Background: an optimization exercise with open tools, aiming at small area. Do not read the settings as production practice.
For this run, only the layout was checked, not whether the RTL still works.

<file path="flow/run.sh">
#!/bin/bash
# synth_recipe.tcl (not shown) runs the flow's synth.tcl, then flattens the netlist and writes it again
# the make line also repeats each setting of config.mk as NAME=value (left out here)
make -C /OpenROAD-flow-scripts/flow DESIGN_CONFIG=/design/flow/config.mk WORK_HOME=/design/flow/orfs CLKGATE_MAP_FILE= SYNTH_SCRIPT=/design/flow/synth_recipe.tcl finish
</file>
<file path="flow/config.mk">
export PLATFORM = sky130hd
export DESIGN_NAME = FIR_FILTER
export DESIGN_NICKNAME = FIR_FILTER
export VERILOG_FILES = /design/flow/design.v
export SDC_FILE = /design/flow/constraint.sdc
export NUM_CORES = 4
export LEC_CHECK = 0
export CAP_MARGIN = 20
export CORE_MARGIN = 2
export CORE_UTILIZATION = 40
export SLEW_MARGIN = 20
</file>
<file path="flow/constraint.sdc">
create_clock -name core_clock -period 15.0 [get_ports {clk}]
set_input_delay 3.0000 -clock core_clock [delete_from_list [all_inputs] [get_ports {clk}]]
set_output_delay 3.0000 -clock core_clock [all_outputs]
set_load 0.01 [all_outputs]
</file>
<file path="flow/design.v">
module FIR_FILTER (clk, rst, data_valid, data, fir_valid, fir_d);
  input clk, rst;
  input data_valid;
  input signed [15:0] data;
  output fir_valid;
  output signed [15:0] fir_d;
  parameter signed [19:0] FIR_C00 = 20'hFFF9E ;   
  parameter signed [19:0] FIR_C01 = 20'hFFF86 ;   
  parameter signed [19:0] FIR_C02 = 20'hFFFA7 ;   
  parameter signed [19:0] FIR_C03 = 20'h0003B ;   
  parameter signed [19:0] FIR_C04 = 20'h0014B ;   
  parameter signed [19:0] FIR_C05 = 20'h0024A ;   
  parameter signed [19:0] FIR_C06 = 20'h00222 ;   
  parameter signed [19:0] FIR_C07 = 20'hFFFE4 ;   
  parameter signed [19:0] FIR_C08 = 20'hFFBC5 ;   
  parameter signed [19:0] FIR_C09 = 20'hFF7CA ;   
  parameter signed [19:0] FIR_C10 = 20'hFF74E ;   
  parameter signed [19:0] FIR_C11 = 20'hFFD74 ;   
  parameter signed [19:0] FIR_C12 = 20'h00B1A ;   
  parameter signed [19:0] FIR_C13 = 20'h01DAC ;   
  parameter signed [19:0] FIR_C14 = 20'h02F9E ;   
  parameter signed [19:0] FIR_C15 = 20'h03AA9 ;   
  parameter signed [19:0] FIR_C16 = 20'h03AA9 ;   
  parameter signed [19:0] FIR_C17 = 20'h02F9E ;   
  parameter signed [19:0] FIR_C18 = 20'h01DAC ;   
  parameter signed [19:0] FIR_C19 = 20'h00B1A ;   
  parameter signed [19:0] FIR_C20 = 20'hFFD74 ;   
  parameter signed [19:0] FIR_C21 = 20'hFF74E ;   
  parameter signed [19:0] FIR_C22 = 20'hFF7CA ;   
  parameter signed [19:0] FIR_C23 = 20'hFFBC5 ;   
  parameter signed [19:0] FIR_C24 = 20'hFFFE4 ;   
  parameter signed [19:0] FIR_C25 = 20'h00222 ;   
  parameter signed [19:0] FIR_C26 = 20'h0024A ;   
  parameter signed [19:0] FIR_C27 = 20'h0014B ;   
  parameter signed [19:0] FIR_C28 = 20'h0003B ;   
  parameter signed [19:0] FIR_C29 = 20'hFFFA7 ;   
  parameter signed [19:0] FIR_C30 = 20'hFFF86 ;   
  parameter signed [19:0] FIR_C31 = 20'hFFF9E ;   
  reg [5:0] fir_cnt_r, fir_cnt_w;
  reg signed [66:0] sum_r, sum_w;
  reg signed [15:0] x_00_r, x_01_r, x_02_r, x_03_r, x_04_r, x_05_r, x_06_r, x_07_r,
                    x_08_r, x_09_r, x_10_r, x_11_r, x_12_r, x_13_r, x_14_r, x_15_r,
                    x_16_r, x_17_r, x_18_r, x_19_r, x_20_r, x_21_r, x_22_r, x_23_r,
                    x_24_r, x_25_r, x_26_r, x_27_r, x_28_r, x_29_r, x_30_r, x_31_r;
  reg signed [15:0] x_00_w, x_01_w, x_02_w, x_03_w, x_04_w, x_05_w, x_06_w, x_07_w,
                    x_08_w, x_09_w, x_10_w, x_11_w, x_12_w, x_13_w, x_14_w, x_15_w,
                    x_16_w, x_17_w, x_18_w, x_19_w, x_20_w, x_21_w, x_22_w, x_23_w,
                    x_24_w, x_25_w, x_26_w, x_27_w, x_28_w, x_29_w, x_30_w, x_31_w;
  assign fir_valid = (fir_cnt_r > 33);
  assign fir_d = sum_r >= 0 ? {sum_r[66], sum_r[30:24], sum_r[23:16]} : {sum_r[66], sum_r[30:24], sum_r[23:16]} + 16'd1;
  always@ (*) begin
    x_00_w    = x_00_r; 
    x_01_w    = x_01_r; 
    x_02_w    = x_02_r; 
    x_03_w    = x_03_r; 
    x_04_w    = x_04_r;  
    x_05_w    = x_05_r;  
    x_06_w    = x_06_r;  
    x_07_w    = x_07_r;  
    x_08_w    = x_08_r;  
    x_09_w    = x_09_r;  
    x_10_w    = x_10_r;  
    x_11_w    = x_11_r;  
    x_12_w    = x_12_r;  
    x_13_w    = x_13_r;  
    x_14_w    = x_14_r;  
    x_15_w    = x_15_r;  
    x_16_w    = x_16_r;  
    x_17_w    = x_17_r;  
    x_18_w    = x_18_r;  
    x_19_w    = x_19_r;  
    x_20_w    = x_20_r;  
    x_21_w    = x_21_r;  
    x_22_w    = x_22_r;  
    x_23_w    = x_23_r;  
    x_24_w    = x_24_r;  
    x_25_w    = x_25_r;  
    x_26_w    = x_26_r;  
    x_27_w    = x_27_r;  
    x_28_w    = x_28_r;  
    x_29_w    = x_29_r;  
    x_30_w    = x_30_r;  
    x_31_w    = x_31_r;  
    sum_w     = sum_r;
    fir_cnt_w = fir_cnt_r;
    if (data_valid) begin
      if (fir_cnt_r <= 33) begin 
        fir_cnt_w = fir_cnt_r + 1;
      end
      x_31_w = data;
      x_30_w = x_31_r;
      x_29_w = x_30_r;
      x_28_w = x_29_r;
      x_27_w = x_28_r;
      x_26_w = x_27_r;
      x_25_w = x_26_r;
      x_24_w = x_25_r;
      x_23_w = x_24_r;
      x_22_w = x_23_r;
      x_21_w = x_22_r;
      x_20_w = x_21_r;
      x_19_w = x_20_r;
      x_18_w = x_19_r;
      x_17_w = x_18_r;
      x_16_w = x_17_r;
      x_15_w = x_16_r;
      x_14_w = x_15_r;
      x_13_w = x_14_r;
      x_12_w = x_13_r;
      x_11_w = x_12_r;
      x_10_w = x_11_r;
      x_09_w = x_10_r;
      x_08_w = x_09_r;
      x_07_w = x_08_r;
      x_06_w = x_07_r;
      x_05_w = x_06_r;
      x_04_w = x_05_r;
      x_03_w = x_04_r;
      x_02_w = x_03_r;
      x_01_w = x_02_r;
      x_00_w = x_01_r;
      sum_w = x_31_r * FIR_C00
            + x_30_r * FIR_C01
            + x_29_r * FIR_C02
            + x_28_r * FIR_C03
            + x_27_r * FIR_C04
            + x_26_r * FIR_C05
            + x_25_r * FIR_C06
            + x_24_r * FIR_C07
            + x_23_r * FIR_C08
            + x_22_r * FIR_C09
            + x_21_r * FIR_C10
            + x_20_r * FIR_C11
            + x_19_r * FIR_C12
            + x_18_r * FIR_C13
            + x_17_r * FIR_C14
            + x_16_r * FIR_C15
            + x_15_r * FIR_C16
            + x_14_r * FIR_C17
            + x_13_r * FIR_C18
            + x_12_r * FIR_C19
            + x_11_r * FIR_C20
            + x_10_r * FIR_C21
            + x_09_r * FIR_C22
            + x_08_r * FIR_C23
            + x_07_r * FIR_C24
            + x_06_r * FIR_C25
            + x_05_r * FIR_C26
            + x_04_r * FIR_C27
            + x_03_r * FIR_C28
            + x_02_r * FIR_C29
            + x_01_r * FIR_C30
            + x_00_r * FIR_C31;
    end else begin
      sum_w     = 0;
      fir_cnt_w = 0;
    end
  end
  always@ (posedge clk or posedge rst) begin 
    if (rst) begin
      x_00_r    <= 0;
      x_01_r    <= 0;
      x_02_r    <= 0;
      x_03_r    <= 0;
      x_04_r    <= 0;
      x_05_r    <= 0;
      x_06_r    <= 0;
      x_07_r    <= 0;
      x_08_r    <= 0;
      x_09_r    <= 0;
      x_10_r    <= 0;
      x_11_r    <= 0;
      x_12_r    <= 0;
      x_13_r    <= 0;
      x_14_r    <= 0;
      x_15_r    <= 0;
      x_16_r    <= 0;
      x_17_r    <= 0;
      x_18_r    <= 0;
      x_19_r    <= 0;
      x_20_r    <= 0;
      x_21_r    <= 0;
      x_22_r    <= 0;
      x_23_r    <= 0;
      x_24_r    <= 0;
      x_25_r    <= 0;
      x_26_r    <= 0;
      x_27_r    <= 0;
      x_28_r    <= 0;
      x_29_r    <= 0;
      x_30_r    <= 0;
      x_31_r    <= 0;
      sum_r     <= 0;
      fir_cnt_r <= 0;
    end else begin
      x_00_r    <= x_00_w;   
      x_01_r    <= x_01_w;   
      x_02_r    <= x_02_w;   
      x_03_r    <= x_03_w;   
      x_04_r    <= x_04_w;   
      x_05_r    <= x_05_w;   
      x_06_r    <= x_06_w;   
      x_07_r    <= x_07_w;   
      x_08_r    <= x_08_w;   
      x_09_r    <= x_09_w;   
      x_10_r    <= x_10_w;  
      x_11_r    <= x_11_w;  
      x_12_r    <= x_12_w;  
      x_13_r    <= x_13_w;  
      x_14_r    <= x_14_w;  
      x_15_r    <= x_15_w;  
      x_16_r    <= x_16_w;  
      x_17_r    <= x_17_w;  
      x_18_r    <= x_18_w;  
      x_19_r    <= x_19_w;  
      x_20_r    <= x_20_w;  
      x_21_r    <= x_21_w;  
      x_22_r    <= x_22_w;  
      x_23_r    <= x_23_w;  
      x_24_r    <= x_24_w;  
      x_25_r    <= x_25_w;  
      x_26_r    <= x_26_w;  
      x_27_r    <= x_27_w;  
      x_28_r    <= x_28_w;  
      x_29_r    <= x_29_w;  
      x_30_r    <= x_30_w;  
      x_31_r    <= x_31_w;  
      sum_r     <= sum_w;
      fir_cnt_r <= fir_cnt_w;
    end
  end
endmodule
</file>
==> reports/metrics.sh <==
PLACEMENT_ROWS=220
PLACED_CELL_AREA_UM2=150000
DRC=0
SYNTH.YOSYS.SEQ_AREA_SHARE_PCT=9.27
RR_STARTPOINT='x_17_r[7]'
DIE_AREA_UM2=365000
DETAIL_ROUTE.FIRST_PASS.ITERATIONS=12
YS_TYPES=84
LAYOUT.CELLS.MOST_COMMON='inv_1'
TIMING_MAX_TRANSITION_VIOLATIONS_FINAL=0
SYNTH_FLOP_CELL='dfrtp_1'
CRIT_PATH_FREQUENT_CELL='fa_1'
PLACE.DETAILED.INSTANCES=18911
DIE_H_UM=604
VIA_COUNT=93762
CTS_ROOT_BUFFER='clkbuf_16'
CLK_PIN_SLEW_PS=60
YS_WARN_COUNT=1
SYN_AREA_PER_CELL_UM2=10.2
FINAL_MIN_PERIOD_OVER_CLOCK_PERIOD_PCT=91.6
STARTPOINT_TYPE='flip-flop'
DP_HPWL_MM=378
FIRST_GLOBAL_VIAS=99782
GRTUSAGETOTAL_PCT=24.0
SLEW-LIMIT-HEADROOM_PCT=20.7
TRITONCTS='built'
MAXIMUM_NUMBER_OF_PINS_ON_ONE_NET_BEFORE_GLOBAL_ROUTE_REPAIR=185
HTREE_NUM_LEVELS=3
NETLIST_AREA_UM2=144000
LAYOUT_COMMON_CELLS='inv_1 (4,558), fa_1 (2,970), ha_1 (2,558)'
DRV.MAX_CAP_VIOLATION_COUNT=0
FIN_HOLD_WS_PS=518
FLOP_AND_LATCH_COUNT_OUT_OF_SYNTHESIS=534
WORST_PIN_SLEW_PS=1180
TIMING.CRITICAL_PATH.REQUIRED_PS=15790
FINAL_AREA_UM2=153000
CRITICAL_PATH_S_LARGEST_STAGE_DELAY_PS=840
DETAIL_ROUTE.ITER0.VIOLATIONS=6902
GRT_ANTENNA_BEFORE_REPAIR=19
CTSLONGESTPATHBUFFERS=4
YOSYS.AREA_SHARE.ADDER_PCT=63.5
FINAL_ANTENNA_NET_COUNT=0
FMAX_MHz=72.8
STATUS='timing/DRC/antenna clean'
SYNTH-COMPOUND-AREA-SHARE_PCT=6.02
FINALSETUPVIOLCOUNT=0
CLK_LATENCY_PS=860
AVGVIACOUNTPERCELL=4.91
FINAL.MIN_CLOCK_PERIOD_PS=13740
WORST_CLOCK_SKEW_ON_THE_FINAL_LAYOUT_PS=73.3
CRITICAL_PATH.ENDPOINT_TYPE='flip-flop'
SETUP.WORST_PATH.START='x_17_r[7]'
DIEWIDTH_UM=604
FINALWIRELENGTH_MM=425
CTS_HOLD_BUFFERS=0
POST_SYNTH_XOR_AREA_FRACTION_PCT=3.44
HOLD_VIOL_FINAL=0
POST_CTS.REPAIR.SETUP_BUFFERS=0
FIN_TNS_SETUP_PS=0
LAYOUT-DRIVE-GT1-SHARE_PCT=3.33
MAPPEDNETLISTNETS=19724
LAYOUT.NETS=19773
TIMING.SETUP.CRITICAL_PATH_CLASS='flip-flop to flip-flop'
IO_PINS=36
DRT-WIRELENGTH-PER-CELL_UM=22.3
FLOORPLAN.INITIALDENSITY_PCT=40.2
R2R.WORST_PATH.CELLS=47
POSTCTSRESIZEDCELLS=0
MAIN_COMBINATIONAL_CELL_FAMILY_BY_AREA_AFTER_SYNTHESIS='adder cells'
LAYOUT.CORE_UTILIZATION_PCT=42.8
NUMBER_OF_ENABLE_TYPE_REGISTER_CELLS_IN_THE_SYNTHESIZED_NETLIST=0
FINISH.CELL_COUNT_WITHOUT_FILLERS=19079
SYN_TO_FINAL_GROWTH_PCT=6.47
GLOBALROUTEOVERFLOWTOTAL=0
CTS_BUFFERS=86
PLACE_CONGESTION=1.01
SYN_INST=14177
CRIT_PATH_END='sum_r[65]'
TIMING.CRITICAL_PATH.FANOUT_MAX=9
REGTOREGSETUPSLACK_PS=1260
IO_BUFFERS=35
CRITICAL_PATH_ARRIVAL_PS=14530
SYNTH-ASYNC-RESET-RATIO_PCT=100
CORE_AREA_UM2=359000
SYNTH.MUX.AREA_FRACTION_PCT=1.66
CELL_WITH_THE_BIGGEST_INDIVIDUAL_DELAY_ON_THE_CRITICAL_PATH='fa_1'
MIN-DELAY-PATH-CLASS='flip-flop to flip-flop'
UNREPAIRED_SETUP_ENDPOINTS_AFTER_GLOBAL_ROUTING='no'
GRT_PASS1_WL_MM=642
REG2REG_TO='sum_r[65]'
SYNTHSIMPLEGATEAREAFRAC_PCT=3.95
CLOCK_SINKS=534
-- worst max-delay path: cells and delay by family (launching register included) --
family | cells | cell delay (ps)
AO/OA/AOI/OAI | 11 | 2670
XOR/XNOR | 1 | 190
adder cells (fa/ha/maj) | 19 | 9080
buffers and inverters | 12 | 680
flip-flops | 1 | 640
AND/OR/NAND/NOR | 4 | 440
-- layout make-up --
class	instances	area (um2)
sequential	534	13400
clock buffer	106	2350
timing repair buffer	91	838
clock inverter	45	593
multi-input combinational	8954	113000
antenna	17	42.5
inverter	4559	17100
fill	34932	205000
tap	4773	5970
-- synthesized netlist by cell type, types with 161 or more instances --
library cell	count	area share, %
dfrtp_1	534	9.3
fa_1	2970	41
o21ai_0	508	1.8
mux2_2	199	1.6
nor2_1	254	0.66
a21oi_1	319	1.1
inv_1	4559	12
xor2_1	161	0.98
ha_1	2558	22
xnor2_1	405	2.5
a21o_1	167	0.87
nand2_1	518	1.3
-- through the flow --
| step | worst slack (ps) |
|---|---|
| after floorplan | 1740 |
| after global placement | 1220 |
| after detailed placement | 1250 |
| after CTS | 1280 |
| after global routing | 637 |
| final | 1260 |
-- cell families after synthesis --
logic type      after synthesis
fa+ha+maj                  5528
buf+inv                    4689
compound gates             1407
simple gates               1239
xor+xnor                    566
flops                       534
mux                         214
-- worst min path at each step --
stage | from | end | slack [ps] | cells past startpoint
after global placement | x_16_r[13] | x_16_r[13] | 500 | 1
after detailed placement | x_16_r[13] | x_16_r[13] | 500 | 1
after CTS | x_16_r[13] | x_16_r[13] | 510 | 1
final | x_16_r[13] | x_16_r[13] | 520 | 1
after global routing | x_16_r[13] | x_16_r[13] | 540 | 1
after floorplan | x_01_r[9] | x_00_r[9] | 480 | 2
-- per-layer routing --
| layer | vias to the layer above | share of wire, % | wire (um) | GRT usage, % |
|---|---|---|---|---|
| met5 | - | 0.010 | 43 | 0 |
| met4 | 6 | 4.6 | 19400 | 9.10 |
| li1 | 42976 | - | - | - |
| met1 | 48188 | 45 | 191000 | 33.7 |
| met2 | 2188 | 45 | 190000 | 37.7 |
| met3 | 404 | 5.9 | 24900 | 3.17 |

[port drivers added, routing unchanged]
How much do the figures lean on ideal ports? The routed layout below was timed once more, with nothing changed but the port constraints.
Step 1 (the two cells are an assumption about what drives the block):
set clk [get_ports {clk}]
set_driving_cell -lib_cell sky130_fd_sc_hd__clkbuf_16 $clk
set_driving_cell -lib_cell sky130_fd_sc_hd__buf_2 [delete_from_list [all_inputs] $clk]
Step 2 adds t to the input delays and takes it off the output delays; t is the mean of the earliest and latest rising clock arrival at the registers after step 1. Input paths then give back, and output paths get back, about the clock's delay inside the block.
a / b / c = ideal / step 1 / step 2; a / b = the first two.
shift t [ns]: 0.934
setup slack, ns: 1.260 / 1.260 / 1.260
worst setup path at the end: register to register
clock arrival spread, ns: 0.081 / 0.080
After both steps setup and hold are still met in this run. For this run, drivers alone change the setup slack by 0.000 ns; drivers and shift together by 0.000 ns.
